Background: an optimization exercise with open tools, aiming at small area and a short achievable clock period. Do not read the settings as production practice.
Only simulation tests tie the RTL to the original design; equivalence was not proved.
No activity file was given, so power comes from the tool's default toggle rates.

File: flow/config.mk
export PLATFORM = sky130hd
export DESIGN_NAME = cpu_core
export DESIGN_NICKNAME = cpu_core
export VERILOG_FILES = /design/flow/design.v
export SDC_FILE = /design/flow/constraint.sdc
export NUM_CORES = 4
export LEC_CHECK = 0
export CAP_MARGIN = 20
export CORE_MARGIN = 2
export CORE_UTILIZATION = 40
export SLEW_MARGIN = 20
File: flow/constraint.sdc
create_clock -name core_clock -period 10.0 [get_ports {clk}]
set_input_delay 2.0000 -clock core_clock [delete_from_list [all_inputs] [get_ports {clk}]]
set_output_delay 2.0000 -clock core_clock [all_outputs]
set_load 0.01 [all_outputs]
File: flow/design.v
module mux2 #(parameter WIDTH=16)(
	input s, 
	input [WIDTH-1:0] in1, in2,
	output [WIDTH-1:0] out);
	assign out = s ? in2 : in1;
endmodule
module mux3 #(parameter WIDTH=16)(
	input[1:0] s, 
	input[WIDTH-1:0] a, b, c,
	output reg[WIDTH-1:0] out);
	always@(*) begin
		case(s)
			2'b0:  out <= a;
			2'b1:  out <= b;
			2'b10: out <= c;
			default: out <= a;
		endcase
	end
endmodule 
module mux4 #(parameter WIDTH=16)(
	input[1:0] s, 
	input[WIDTH-1:0] a, b, c, d,
	output reg[WIDTH-1:0] out);
	always@(*) begin
		case(s)
			2'b0:  out <= a;
			2'b1:  out <= b;
			2'b10: out <= c;
			2'b11: out <= d;
			default: out <= a;
		endcase
	end
endmodule 
module en_register #(parameter SIZE=16)
	(input reset, clk, en,
	input [SIZE-1:0] d, 
	output reg [SIZE-1:0] q);
	always @(posedge clk) begin
		if(~reset)
			q <= 16'b0;
		else if(en)
			q <= d;
		else
			q <= q;
	end
endmodule 
module PSR_reg
	(input reset, clk, en,
	input [1:0] cond_group1,  
	input [2:0] cond_group2,  
	output reg [1:0] final_group1, 
	output reg [2:0] final_group2
	);
	always @(posedge clk) begin
		if(!reset) begin
			final_group1 <= 2'b00;
			final_group2 <= 3'b000;
		end
		else
			begin
				if(en) begin
					final_group1 <= cond_group1;
					final_group2 <= cond_group2;
				end
				else begin
					final_group1 <= final_group1;
					final_group2 <= final_group2;
				end
			end
	end
endmodule 
`timescale 1ns / 1ns
module registerFile #(parameter SIZE = 16, REGBITS = 4) (	
	input								clk, reset,
	input 							writeEn,						 
	input[SIZE-1:0] 				writeData,					 
	input[REGBITS-1:0]			srcAddr, dstAddr,			 
	output reg[SIZE-1:0] 		readData1, readData2		 
	);
	reg [SIZE-1:0] regFile [(1<<REGBITS)-1:0];  
	integer i;
	always @(negedge clk) begin
		if(!reset) begin
			for(i = 0; i < SIZE; i = i + 1) begin 
				regFile[i] <= 0;							
			end
		end
		else begin	
			if(writeEn) begin
				regFile[dstAddr] <= writeData;	 
			end
		end
		readData1 <= regFile[dstAddr];			 
		readData2 <= regFile[srcAddr];
	end
endmodule 
module alu
(	input clk, reset, setZNL,
	input 		[3:0] aluOp,
	input     	[15:0] aluIn1, aluIn2,	 
	output reg 	[15:0] aluOut, 
	output reg	[1:0]cond_group1,	 
	output reg	[2:0] cond_group2
);
parameter WIDTH = 16;
parameter AND		=	4'b0000;
parameter OR		=	4'b0001;
parameter XOR 		= 	4'b0010;
parameter ADD 		= 	4'b0011;
parameter SUB		=	4'b0100;
parameter NOT 		= 	4'b0101;
parameter SLL 		= 	4'b0110; 	 
parameter SRL 		= 	4'b0111; 	 
reg cOut;
always@(posedge clk) begin 
	if(!reset) begin
		cond_group1 <= 2'b0;
		cond_group2 <= 3'b0;
	end
	else begin
	if(setZNL) begin
		cond_group2[2:0] <= 3'b0;
		if(aluIn1 == aluIn2)
			cond_group2[1] <= 1'b1;
	end
		casex(aluOp) 
			ADD: begin
				cond_group1[1:0] <= 2'b0;
				if ((~aluOut[WIDTH-1] & aluIn1[WIDTH-1] & aluIn2[WIDTH-1]) | (aluOut[WIDTH-1] & ~aluIn1[WIDTH-1] & ~aluIn2[WIDTH-1]))
					cond_group1[1] <= 1'b1;
				if(cOut == 1'b1)
					cond_group1[0] <= 1'b1;
			end
			SUB: begin
				cond_group1[1:0] <= 2'b0;
				if ((~aluOut[WIDTH-1] & aluIn1[WIDTH-1] & aluIn2[WIDTH-1]) | (aluOut[WIDTH-1] & ~aluIn1[WIDTH-1] & ~aluIn2[WIDTH-1]))
					cond_group1[1] <= 1'b1;  
				if(aluIn1 < aluIn2) begin
					cond_group1[0] <= 1'b1; 		 
					if(setZNL)
						cond_group2[0] <= 1'b1;  
				end	
				if($signed(aluIn1) < $signed(aluIn2))
				begin
					cond_group1[1] <= 1'b1;
					if(setZNL)
						cond_group2[2] <= 1'b1;  
				end
				if(setZNL)
					if(aluIn1 == aluIn2)
						cond_group2[1] <= 1'b1;  
				end
			endcase
	end
		end
		always@(posedge clk) begin  
			aluOut <= {WIDTH{1'b0}};
			casex(aluOp)
				AND:begin 
				aluOut <= aluIn1 & aluIn2;
			end
			OR: begin
				aluOut <= aluIn1 | aluIn2;
			end
			XOR: begin
				aluOut <= aluIn1 ^ aluIn2;
			end
			ADD: begin
				{cOut, aluOut} <= $signed(aluIn1) + $signed(aluIn2);
			end
			SUB:
			begin
				aluOut <= aluIn1 - aluIn2;					
				{cOut, aluOut} <= $signed(aluIn1) - $signed(aluIn2);
			end
			NOT:
			begin
				aluOut <= ~aluIn1;
			end
			SLL: 
			begin
				if(aluIn2[WIDTH-1])
					aluOut <= aluIn1 >> (~aluIn2+1'b1);
				else
					aluOut <= aluIn1 << aluIn2;
			end
			SRL:
			begin
				aluOut <= aluIn1 >> 1;
			end
		endcase
		if(!reset)
			cOut <= 1'b0;
	end
endmodule
module datapath #(parameter SIZE = 16) (
	input clk, reset,
	input MemW1en, RFen, PSRen, PCen, INSTRen,	 
	input Movm, A1m, setZNL,										 
	input[1:0] PCm, MAm, A2m, RWm,								 
	input[3:0] aluOp,
	output[(SIZE-1):0] memAddr, memWData,
	output memWe,
	input[(SIZE-1):0] memRData,
	output[(SIZE-1):0] instr,										 
	output[1:0] flags1out,
	output[2:0] flags2out
	);
	wire[(SIZE-1):0] PC, nextPC;											 
	wire[(SIZE-1):0] RFwrite, RFread1, RFread2;						 
	wire[(SIZE-1):0] MemWrite1, MemWrite2, MemRead1, MemRead2,
						  MemAddr1, MemAddr2;								 
	wire[(SIZE-1):0] A1MuxOut, A2MuxOut, aluOut, 					
						  LuiMuxOut, MovMuxOut, PcMuxOut, AddrOut;	 
	wire[1:0] flags1;	
	wire[2:0] flags2;
	wire[(SIZE-1):0] immd;
	assign immd = instr[7:0];  
	wire[SIZE-1:0] luiImmd;
	assign luiImmd = immd << 8;  
	wire[(SIZE-1):0] seImmd; 
	assign seImmd = instr[7] ? {{8{1'b1}},instr[7:0]} : {{8{1'b0}},instr[7:0]};  
	assign nextPC = MemAddr1 + 1'b1;  
	en_register		PC_Reg(.clk(clk), .reset(reset), .d(PcMuxOut), .q(MemAddr1), .en(PCen));
	en_register		Instr_Reg(.clk(clk), .reset(reset), .d(MemRead1), .q(instr), .en(INSTRen)); 
	assign memAddr = AddrOut;
	assign memWData = RFread1;
	assign memWe = MemW1en;
	assign MemRead1 = memRData;
	registerFile	regFile(
		.clk(clk), .reset(reset),
		.writeEn(RFen), .writeData(RFwrite),
		.srcAddr(instr[3:0]), .dstAddr(instr[11:8]),
		.readData1(RFread1), .readData2(RFread2)
	);
	alu	myAlu(
		.clk(clk), .reset(reset),
		.setZNL(setZNL),
		.aluOp(aluOp),
		.aluIn1(A1MuxOut), .aluIn2(A2MuxOut),  
		.aluOut(aluOut),
		.cond_group1(flags1), .cond_group2(flags2)
	);
	PSR_reg	psr(
		.clk(clk), .reset(reset), 
		.en(PSRen),
		.cond_group1(flags1), .cond_group2(flags2),
		.final_group1(flags1out), .final_group2(flags2out)
	);
	mux3	PCmux(
		.s(PCm),
		.a(nextPC), .b(RFread2), .c(aluOut),
		.out(PcMuxOut)
	);
	mux2	MemAddrMux(
		.s(MAm),
		.in1(MemAddr1),
		.in2(RFread2),
		.out(AddrOut)
	);
	mux4	RWritemux(
		.s(RWm),
		.a(MemRead1), .b(nextPC), .c(MovMuxOut), .d(luiImmd),
		.out(RFwrite)
	);
	mux2	MovMux(
		.s(Movm),
		.in1(A2MuxOut), .in2(aluOut),
		.out(MovMuxOut)
	);
	mux2	Alu1Mux(
		.s(A1m),
		.in1(RFread1),
		.in2(MemAddr1),
		.out(A1MuxOut)	 
	);
	mux3 	Alu2Mux(
		.s(A2m),
		.a(RFread2), .b( {instr[3:0]} ), .c( seImmd ),
		.out(A2MuxOut)	 
	);
endmodule 
module controller (
	input clk, reset,
	input[15:0] instr,	 
	input[1:0] flag1, 
	input[2:0] flag2,
	output reg RFen, PSRen,	INSTRen,		 
	output reg[3:0] AluOp,					 
	output reg PCen, setZNL,				 
	output reg[1:0] PCm, 					 
	output reg MemW1en, MemW2en,			 
	output reg Movm, A1m, MAm,					 
	output reg[1:0] A2m, RWm 				 
	); 
	wire[3:0] op, opExt; 
	assign op		= instr[15:12];
	assign opExt	= instr[7:4];
	parameter SIZE = 16;
	parameter FETCH		= 4'd0;
	parameter DECODE	= 4'd1;
	parameter REX		= 4'd2;
	parameter IEX		= 4'd3;
	parameter LEX		= 4'd4;
	parameter JEX		= 4'd5;
	parameter SEX		= 4'd6;
	parameter BEX		= 4'd7;
	parameter RWB		= 4'd8;
	parameter IWB		= 4'd9;
	parameter LWB		= 4'd10;
	parameter JWB		= 4'd11;
	parameter SWB		= 4'd12;
	parameter BWB		= 4'd13;
	parameter EXT0		= 4'b0000;
	parameter ADD		= 4'b0101;
	parameter SUB		= 4'b1001;
	parameter CMP		= 4'b1011;
	parameter AND		= 4'b0001;
	parameter OR 		= 4'b0010;
	parameter XOR		= 4'b0011;
	parameter MOV		= 4'b1101;
	parameter LSH		= 4'b1000;
	parameter E_LSH	= 4'b0100;
	parameter E_LSHI	= 4'b000x;
	parameter LUI		= 4'b1111;
	parameter LJS		= 4'b0100;
	parameter E_LOAD	= 4'b0000;
	parameter E_STORE	= 4'b0100;
	parameter B			= 4'b1100;
	parameter E_J		= 4'b1100;
	parameter E_JAL		= 4'b1000;
	parameter ALU_AND			=	4'b0000;
	parameter ALU_OR			=	4'b0001;
	parameter ALU_XOR 		= 	4'b0010;
	parameter ALU_ADD 		= 	4'b0011;
	parameter ALU_SUB			=	4'b0100;
	parameter ALU_NOT 		= 	4'b0101;
	parameter ALU_SLL 		= 	4'b0110; 	 
	parameter ALU_SRL 		= 	4'b0111; 	 
	parameter EQ		= 4'b0000;
	parameter NE		= 4'b0001;
	parameter CS		= 4'b0010;
	parameter CC		= 4'b0011;
	parameter HI		= 4'b0100;
	parameter LS		= 4'b0101;
	parameter GT		= 4'b0110;
	parameter LE		= 4'b0111;
	parameter FS		= 4'b1000;
	parameter FC		= 4'b1001;
	parameter LO		= 4'b1010;
	parameter HS		= 4'b1011;
	parameter LT		= 4'b1100;
	parameter GE		= 4'b1101;
	parameter UC		= 4'b1110;
	parameter NJ		= 4'b1111; 
	wire carry, overFlow, low, zero, neg;
	assign carry		= flag1[0];
	assign overFlow	= flag1[1];
	assign low			= flag2[0];
	assign zero			= flag2[1];
	assign neg			= flag2[2];
	reg[3:0] state, nextState;
	always @(posedge clk)
		if (~reset)	state <= FETCH;
		else			state <= nextState;
	always @(*) begin
		case(state)
			FETCH: nextState <= DECODE;
			DECODE:	case(op)  
					EXT0:	nextState <= REX;
					ADD:	nextState <= IEX;
					SUB:	nextState <= IEX;
					CMP:	nextState <= IEX;
					AND:	nextState <= IEX;
					OR:	nextState <= IEX;
					XOR:	nextState <= IEX;
					MOV:	nextState <= IEX;
					LSH:	nextState <= opExt[2] ? REX : IEX;
					LUI:	nextState <= IEX;
					LJS: case(opExt)
						E_LOAD: nextState <= LEX;
						E_STORE: nextState <= SEX;
						default: nextState <= JEX;
					endcase
					B:		nextState <= BEX;
					default: nextState <= FETCH;  
				endcase
			REX:	nextState <= RWB;
			IEX:	nextState <= IWB;
			LEX:	nextState <= LWB;
			JEX:	nextState <= JWB;
			SEX:	nextState <= SWB;
			BEX:	nextState <= BWB;
			default: nextState <= FETCH;
		endcase
	end
	always @(*) begin
		INSTRen <= 1'b0;
		MAm <= 1'b1;
		RFen <= 1'b0; PSRen <= 1'b0;
		AluOp <= 4'b0000; 
		setZNL <= 1'b0;
		PCm <= 2'b0;  
		PCen <= 1'b0;
		MemW1en <= 1'b0; MemW2en <= 1'b0;
		Movm <= 1'b0;
		A1m <= 1'b0;
		A2m <= 2'b00; RWm <= 2'b00;
		case(state)
			FETCH: begin
				INSTRen <= 1'b1;
				MAm <= 1'b0;
			end
			DECODE: begin
				MAm <= 1'b0;
				INSTRen <= 1'b1;
			end
			REX: begin
				PSRen <= 1'b1;
				case(opExt)
					AND:  AluOp <= ALU_AND;
					OR:   AluOp <= ALU_OR;
					XOR:  AluOp <= ALU_XOR;
					ADD:  AluOp <= ALU_ADD;
					SUB:  AluOp <= ALU_SUB;
					E_LSH: AluOp <= ALU_SLL;  
					CMP: begin
						AluOp <= ALU_SUB;
						setZNL <= 1'b1;
					end
					default: AluOp <= ALU_AND;
				endcase
				RWm <= 2'd2;
				A2m <= 2'b0;
				A1m <= 1'b0;
				PCm <= 2'b0;
				Movm <= (opExt == MOV) ? 1'b0 : 1'b1;
			end
			IEX: begin
				PSRen <= 1'b1;
				case(op)
					AND:  AluOp <= ALU_AND;
					OR:   AluOp <= ALU_OR;
					XOR:  AluOp <= ALU_XOR;
					ADD:  AluOp <= ALU_ADD;
					SUB:  AluOp <= ALU_SUB;
					LSH:  AluOp <= ALU_SLL;
					CMP: begin
						AluOp <= ALU_SUB;
						setZNL <= 1'b1;
					end
					default: AluOp <= ALU_AND;
				endcase
				RWm <= (op == LUI) ? 2'd3 : 2'd2;
				A2m <= 2'd2;
				A1m <= 1'b0;
				PCm <= 2'b0;
				Movm <= (op == MOV) ? 1'b0: 1'b1;
			end
			LEX: begin
				RWm <= 2'b0;
				PCm <= 2'b0;
				MAm <= 1'b1;
			end
			SEX: begin
				MAm <= 1'b1;
			end
			JEX: begin
				case(instr[11:8])
					EQ: PCm <= zero ? 2'b1 : 2'b0;
					NE: PCm <= ~zero ? 2'b1 : 2'b0;
					GE: PCm <= (neg | zero) ? 2'b1 : 2'b0;
					CS: PCm <= carry ? 2'b1 : 2'b0;
					CC: PCm <= ~carry ? 2'b1 : 2'b0;
					HI: PCm <= low ? 2'b1 : 2'b0;
					LS: PCm <= ~low ? 2'b1 : 2'b0;
					LO: PCm <= (~low & ~zero) ? 2'b1 : 2'b0;
					HS: PCm <= (low & zero) ? 2'b1 : 2'b0;
					GT: PCm <= neg ? 2'b1 : 2'b0;
					LE: PCm <= ~neg ? 2'b1 : 2'b0;
					FS: PCm <= overFlow ? 2'b1 : 2'b0;
					FC: PCm <= ~overFlow ? 2'b1 : 2'b0;
					LT: PCm <= (~neg & ~zero) ? 2'b1 : 2'b0;
					UC: PCm <= 2'b1;
					default: PCm <= 2'b0;  
				endcase
				if(opExt == E_JAL) begin
					RWm <= 2'b1;
				end
			end
			BEX: begin
				case(instr[11:8])
					EQ: PCm <= zero ? 2'd2 : 2'b0;
					NE: PCm <= ~zero ? 2'd2 : 2'b0;
					GE: PCm <= (neg | zero) ? 2'd2 : 2'b0;
					CS: PCm <= carry ? 2'd2 : 2'b0;
					CC: PCm <= ~carry ? 2'd2 : 2'b0;
					HI: PCm <= low ? 2'd2 : 2'b0;
					LS: PCm <= ~low ? 2'd2 : 2'b0;
					LO: PCm <= (~low & ~zero) ? 2'd2 : 2'b0;
					HS: PCm <= (low & zero) ? 2'd2 : 2'b0;
					GT: PCm <= neg ? 2'd2 : 2'b0;
					LE: PCm <= ~neg ? 2'd2 : 2'b0;
					FS: PCm <= overFlow ? 2'd2 : 2'b0;
					FC: PCm <= ~overFlow ? 2'd2 : 2'b0;
					LT: PCm <= (~neg & ~zero) ? 2'd2 : 2'b0;
					UC: PCm <= 2'd2;
					default: PCm <= 2'd0;  
				endcase
				A1m <= 1'b1;
				A2m <= 2'd2;
				AluOp <= ALU_ADD;
				PCm <= 2'b10;
			end
			RWB: begin
				if(opExt != CMP)
					RFen <= 1'b1;
				PCen <= 1'b1;
				PSRen <= 1'b1;
				MAm <= 1'b0;
				case(opExt)
					AND:  AluOp <= ALU_AND;
					OR:   AluOp <= ALU_OR;
					XOR:  AluOp <= ALU_XOR;
					ADD:  AluOp <= ALU_ADD;
					SUB:  AluOp <= ALU_SUB;
					CMP: begin
						AluOp <= ALU_SUB;
						setZNL <= 1'b1;
					end
					LSH: AluOp <= ALU_SLL;  
					default: AluOp <= ALU_AND;
				endcase
				RWm <= 2'd2;
				A2m <= 2'b0;
				A1m <= 1'b0;
				PCm <= 2'b0;
				Movm <= (opExt == MOV) ? 1'b0 : 1'b1;
			end
			IWB: begin
				MAm <= 1'b0;
				PSRen <= 1'b1;
				if(op != CMP)
					RFen <= 1'b1;
				case(op)
					AND:  AluOp <= ALU_AND;
					OR:   AluOp <= ALU_OR;
					XOR:  AluOp <= ALU_XOR;
					ADD:  AluOp <= ALU_ADD;
					SUB:  AluOp <= ALU_SUB;
					LSH:  AluOp <= ALU_SLL;
					CMP: begin
						AluOp <= ALU_SUB;
						setZNL <= 1'b1;
					end
					default: AluOp <= ALU_AND;
				endcase
				RWm <= (op == LUI) ? 2'd3 : 2'd2;
				A2m <= 2'd2;
				A1m <= 1'b0;
				PCen <= 1'b1;
				Movm <= (op == MOV) ? 1'b0: 1'b1;
			end
			LWB: begin
				RFen <= 1'b1;
				PCen <= 1'b1;
				RWm <= 2'b0;
				PCm <= 2'b0;
				MAm <= 1'b1;
			end
			SWB: begin
				MemW1en <= 1'b1;
				PCen <= 1'b1;
				MAm <= 1'b1;
			end
			JWB: begin
				case(instr[11:8])
					EQ: PCm <= zero ? 2'b1 : 2'b0;
					NE: PCm <= ~zero ? 2'b1 : 2'b0;
					GE: PCm <= (neg | zero) ? 2'b1 : 2'b0;
					CS: PCm <= carry ? 2'b1 : 2'b0;
					CC: PCm <= ~carry ? 2'b1 : 2'b0;
					HI: PCm <= low ? 2'b1 : 2'b0;
					LS: PCm <= ~low ? 2'b1 : 2'b0;
					LO: PCm <= (~low & ~zero) ? 2'b1 : 2'b0;
					HS: PCm <= (low & zero) ? 2'b1 : 2'b0;
					GT: PCm <= neg ? 2'b1 : 2'b0;
					LE: PCm <= ~neg ? 2'b1 : 2'b0;
					FS: PCm <= overFlow ? 2'b1 : 2'b0;
					FC: PCm <= ~overFlow ? 2'b1 : 2'b0;
					LT: PCm <= (~neg & ~zero) ? 2'b1 : 2'b0;
					UC: PCm <= 2'b1;
					default: PCm <= 2'b0;  
				endcase
				if(opExt == E_JAL) begin
					RWm <= 2'b1;
				end
				PCen <= 1'b1;
				MAm <= 1'b0;
				if(opExt == E_JAL)
					RFen <= 1'b1;
			end
			BWB: begin
				PCen <= 1'b1;
				MAm <= 1'b0;
				case(instr[11:8])
					EQ: PCm <= zero ? 2'd2 : 2'b0;
					NE: PCm <= ~zero ? 2'd2 : 2'b0;
					GE: PCm <= (neg | zero) ? 2'd2 : 2'b0;
					CS: PCm <= carry ? 2'd2 : 2'b0;
					CC: PCm <= ~carry ? 2'd2 : 2'b0;
					HI: PCm <= low ? 2'd2 : 2'b0;
					LS: PCm <= ~low ? 2'd2 : 2'b0;
					LO: PCm <= (~low & ~zero) ? 2'd2 : 2'b0;
					HS: PCm <= (low & zero) ? 2'd2 : 2'b0;
					GT: PCm <= neg ? 2'd2 : 2'b0;
					LE: PCm <= ~neg ? 2'd2 : 2'b0;
					FS: PCm <= overFlow ? 2'd2 : 2'b0;
					FC: PCm <= ~overFlow ? 2'd2 : 2'b0;
					LT: PCm <= (~neg & ~zero) ? 2'd2 : 2'b0;
					UC: PCm <= 2'd2;
					default: PCm <= 2'd0;  
				endcase
				A1m <= 1'b1;
				A2m <= 2'd2;
				AluOp <= ALU_ADD;
			end
			default: PCen <= 1'b0;  
		endcase
	end
endmodule 
module cpu_core(
	input clk, reset,
	output[15:0] mem_addr,
	output[15:0] mem_wdata,
	output mem_we,
	input[15:0] mem_rdata
	);
	wire[15:0] instr;
	wire RFen, PSRen, PCen, MemW1en, MemW2en, Movm, INSTRen, A1m, setZNL;
	wire[3:0] AluOp;
	wire[1:0] A2m, RWm, PCm;
	wire[1:0] flags1out;
	wire[2:0] flags2out;
	wire MAm;
	datapath dp(.clk(clk), .reset(reset),
		.MemW1en(MemW1en), .RFen(RFen),
		.PSRen(PSRen), .PCen(PCen), .INSTRen(INSTRen),
		.Movm(Movm), .A1m(A1m), .setZNL(setZNL),
		.PCm(PCm), .A2m(A2m), .RWm(RWm), .MAm({1'b0, MAm}),
		.aluOp(AluOp),
		.instr(instr),
		.flags1out(flags1out), .flags2out(flags2out),
		.memAddr(mem_addr), .memWData(mem_wdata),
		.memWe(mem_we), .memRData(mem_rdata)
	);
	controller cont(.clk(clk), .reset(reset),
		.instr(instr),
		.flag1(flags1out), .flag2(flags2out),
		.RFen(RFen), .PSRen(PSRen), .INSTRen(INSTRen),
		.PCen(PCen),
		.AluOp(AluOp),
		.PCm(PCm), .setZNL(setZNL),
		.MemW1en(MemW1en), .MemW2en(MemW2en),
		.Movm(Movm), .A1m(A1m), .A2m(A2m), .RWm(RWm), .MAm(MAm)
	);
endmodule
File: flow/run.sh
#!/bin/bash
# synth_recipe.tcl (not shown) runs the flow's synth.tcl, then flattens the netlist and writes it again
# the make line also repeats each setting of config.mk as NAME=value (left out here)
make -C /OpenROAD-flow-scripts/flow DESIGN_CONFIG=/design/flow/config.mk WORK_HOME=/design/flow/orfs CLKGATE_MAP_FILE= SYNTH_SCRIPT=/design/flow/synth_recipe.tcl finish
==> key figures <==
STA
  • Worst setup margin: 0.863 ns
  • Slew of the pin with the lowest slew margin: 1.10 ns
  • Slew Viols, Final: 0
  • RSZ-0062 raised after global routing: false
  • Fin. Hold Viols: 0
  • Fin Clk Skew: 0.0660 ns
  • Sum Neg Setup Slack: 0 ns
  • Max transition margin: 25.9%
  • Endpoints failing setup: 0

Floorplanning
  • Die Y: 239 µm
  • I/O pin cnt: 51
  • Die W: 239 µm
  • Starting density of the core: 40.3%
  • Core area: 55000 µm²
  • Die area: 57300 µm²
  • Rows: 86

Worst hold path
  • Hold path cells: 2
  • Hold Path Class: reg2reg

GRT
  • Global route overflow: 0
  • Number of global-route vias before repair: 19149
  • Gr usage total: 26.9%
  • Largest net degree at the start of global routing: 63
  • First-pass GRT wire length: 115000 µm
  • Antenna violations before repair: 3

Final layout
  • Nets: 2461
  • Layout cell share with drive strength beyond 1: 15.2%
  • Area Overhead vs Synth: 17.2%
  • # fillers: 5107
  • Multi-input gate area: 11600 µm²
  • Register area: 9610 µm²
  • Antenna diodes: 0

Synth
  • Yosys warning count: 9
  • Synth Flop Type: edfxtp_1
  • Synth Area per Inst: 10.6 µm²
  • Gate count after technology mapping: 2098
  • Mapped Nets: 2171
  • EDFF count, synth: 256
  • Flops & latches, synth: 351
  • Count of different cell masters after synthesis: 89
  • Most frequent cell after synthesis: nor2_1
  • Post-synth ARST share: 0%
  • Commonest cells in the netlist: nor2_1, edfxtp_1, mux4_2, nand2_1, clkbuf_1
  • Share of the synthesized area in the top cell type: 34.7%
  • Post-synthesis sequential area ratio: 43.3%
  • Synthesized area: 22200 µm²
  • Synth area leaders: edfxtp_1, mux4_2, dfxtp_1, nor2_1, ha_1
  • Synth area leader: edfxtp_1

Route
  • Wire per inst: 24.2 µm
  • DR pass1 iterations: 8
  • Iter 0 DRT Violations: 2138
  • Post-DR vias/cell: 6.00
  • WL final: 76800 µm
  • Vias after detailed routing: 19011
  • Remaining antenna violation count: 0
  • Number of remaining DRC errors: 0

Place
  • Detailed Place HPWL: 55200 µm
  • Place WS: 0.511 ns
  • Port Buffers: 50
  • Gpl congestion: 0.937

Power and ir drop
  • Leakage power: 10.5 nW
  • Cell Pwr Density: 247 nW/µm²
  • Max VDD drop: 209 µV

Clock network
  • Post-CTS resize count: 0
  • Hold-fix buffers, CTS: 0
  • Clock-pin slew of the registers on the worst-case setup and hold paths: 0.07 ns
  • Root buffer selected by CTS: clkbuf_16
  • CTS buffer count: 41
  • CTS tree: yes
  • Clock Latency Late Sink: 0.62 ns
  • CTS Sinks: 351
  • H-Tree Level Count: 2
  • Post-CTS Setup Bufs: 0
  • Buffer depth of the longest clock path: 3

Critical path
  • Element type at the critical path end: primary output
  • Crit Path Category: reg2out
  • Max FO, Critical Path: 7
  • Worst Path Arrival: 7.14 ns
  • Crit path launch type: flop
  • Crit-path slowest cell: clkdlybuf4s50_1
  • Largest stage delay on the critical path: 0.66 ns
  • R2R depth: 13
  • Worst path required time: 8.00 ns
  • Worst path cell trace: nand2_1 -> o21ai_0 -> clkdlybuf4s50_1

Job
  • Maxcap violations: 0

Status
  • Status: finished clean
power breakdown:
part	internal (mW)	total, mW	switching [mW]
sequential	1.70	1.93	0.230
combinational	0.939	2.51	1.57
clock	1.01	1.98	0.964
total	3.66	6.42	2.77
worst paths after layout:
| check | from | endpoint | slack, ns |
|---|---|---|---|
| worst max-delay path | dp.regFile.readData2[5] | mem_addr[5] | 0.86 |
| worst min-delay path | dp.psr.final_group1[0] | dp.psr.final_group1[0] | 0.50 |
| worst max register to register | dp.regFile.readData2[0] | dp.myAlu.aluOut[14] | 0.88 |
| worst min register to register | dp.psr.final_group1[0] | dp.psr.final_group1[0] | 0.50 |
critical path, delay by kind of cell, from the launching register on:
| kind | cells | cell delay [ns] |
|---|---|---|
| compound gates | 1 | 0.18 |
| flops | 1 | 0.60 |
| buf+inv | 1 | 0.66 |
| simple gates | 1 | 0.08 |
layout by cell type, fill, tap and decap left out, drive strengths merged, types with 20 or more instances in the layout:
cell type,n
mux2i,67
ha,53
clkdlybuf4s50,49
o22ai,41
edfxtp,256
buf,91
mux4,160
a21boi,27
nor2,378
nand3,38
xnor2,26
clkbuf,44
a22oi,23
dfxtp,95
inv,379
nor3,37
and2,20
o21ai,71
a21oi,119
nand2,161
a211oi,24
metrics by stage:
stage	total power, mW	utilization, %	area, µm²	cells	hold slack, ns
2_1_floorplan	3.68	-	22200	2098	0.436
3_3_place_gp	4.53	42.9	23600	2806	0.488
3_5_place_dp	4.55	42.9	23600	2806	0.481
4_1_cts	6.40	47.2	26000	3167	0.498
5_1_grt	6.77	47.3	26000	3167	0.521
6_report	6.42	47.3	26000	3167	0.499
cells by family (layout without fill, tap and decap cells):
family	Yosys count	in the layout	synth area share (%)
and+or+nand+nor	741	741	15.0
AOI/OAI and AO/OA	430	430	12.7
DFF	351	351	43.3
buffers and inverters	253	574	4.63
muxes	236	236	19.9
adders and majority gates	55	55	3.17
xor gates and xnor gates	32	32	1.33
final cells by class:
class / instances / share of cell area, %
clock buffers: 44 / 4.24
clock inverters: 318 / 5.06
inverters: 72 / 1.04
multi-input cells: 1494 / 44.6
flip-flops and latches: 351 / 37.0
well taps: 748 / 3.60
repair buffers: 140 / 4.51
metal layers:
metal	part of all wire (%)	vias up	global-route usage (%)
met5	0	-	0
met4	4.0	0	12.7
met3	8.6	186	5.55
met2	49	1070	44.6
met1	39	9332	33.6
li1	-	8423	-
registers in the layout (all words and copies together) (netlist names), named ones only:
register,cells
dp.regFile.regFile,256
dp.Instr_Reg.q,16
dp.PC_Reg.q,16
dp.myAlu.aluOut,16
dp.regFile.readData1,16
dp.regFile.readData2,16
cont.state,4
dp.psr.final_group2,3
dp.myAlu.cond_group1,2
dp.psr.final_group1,2
dp.myAlu.cOut,1
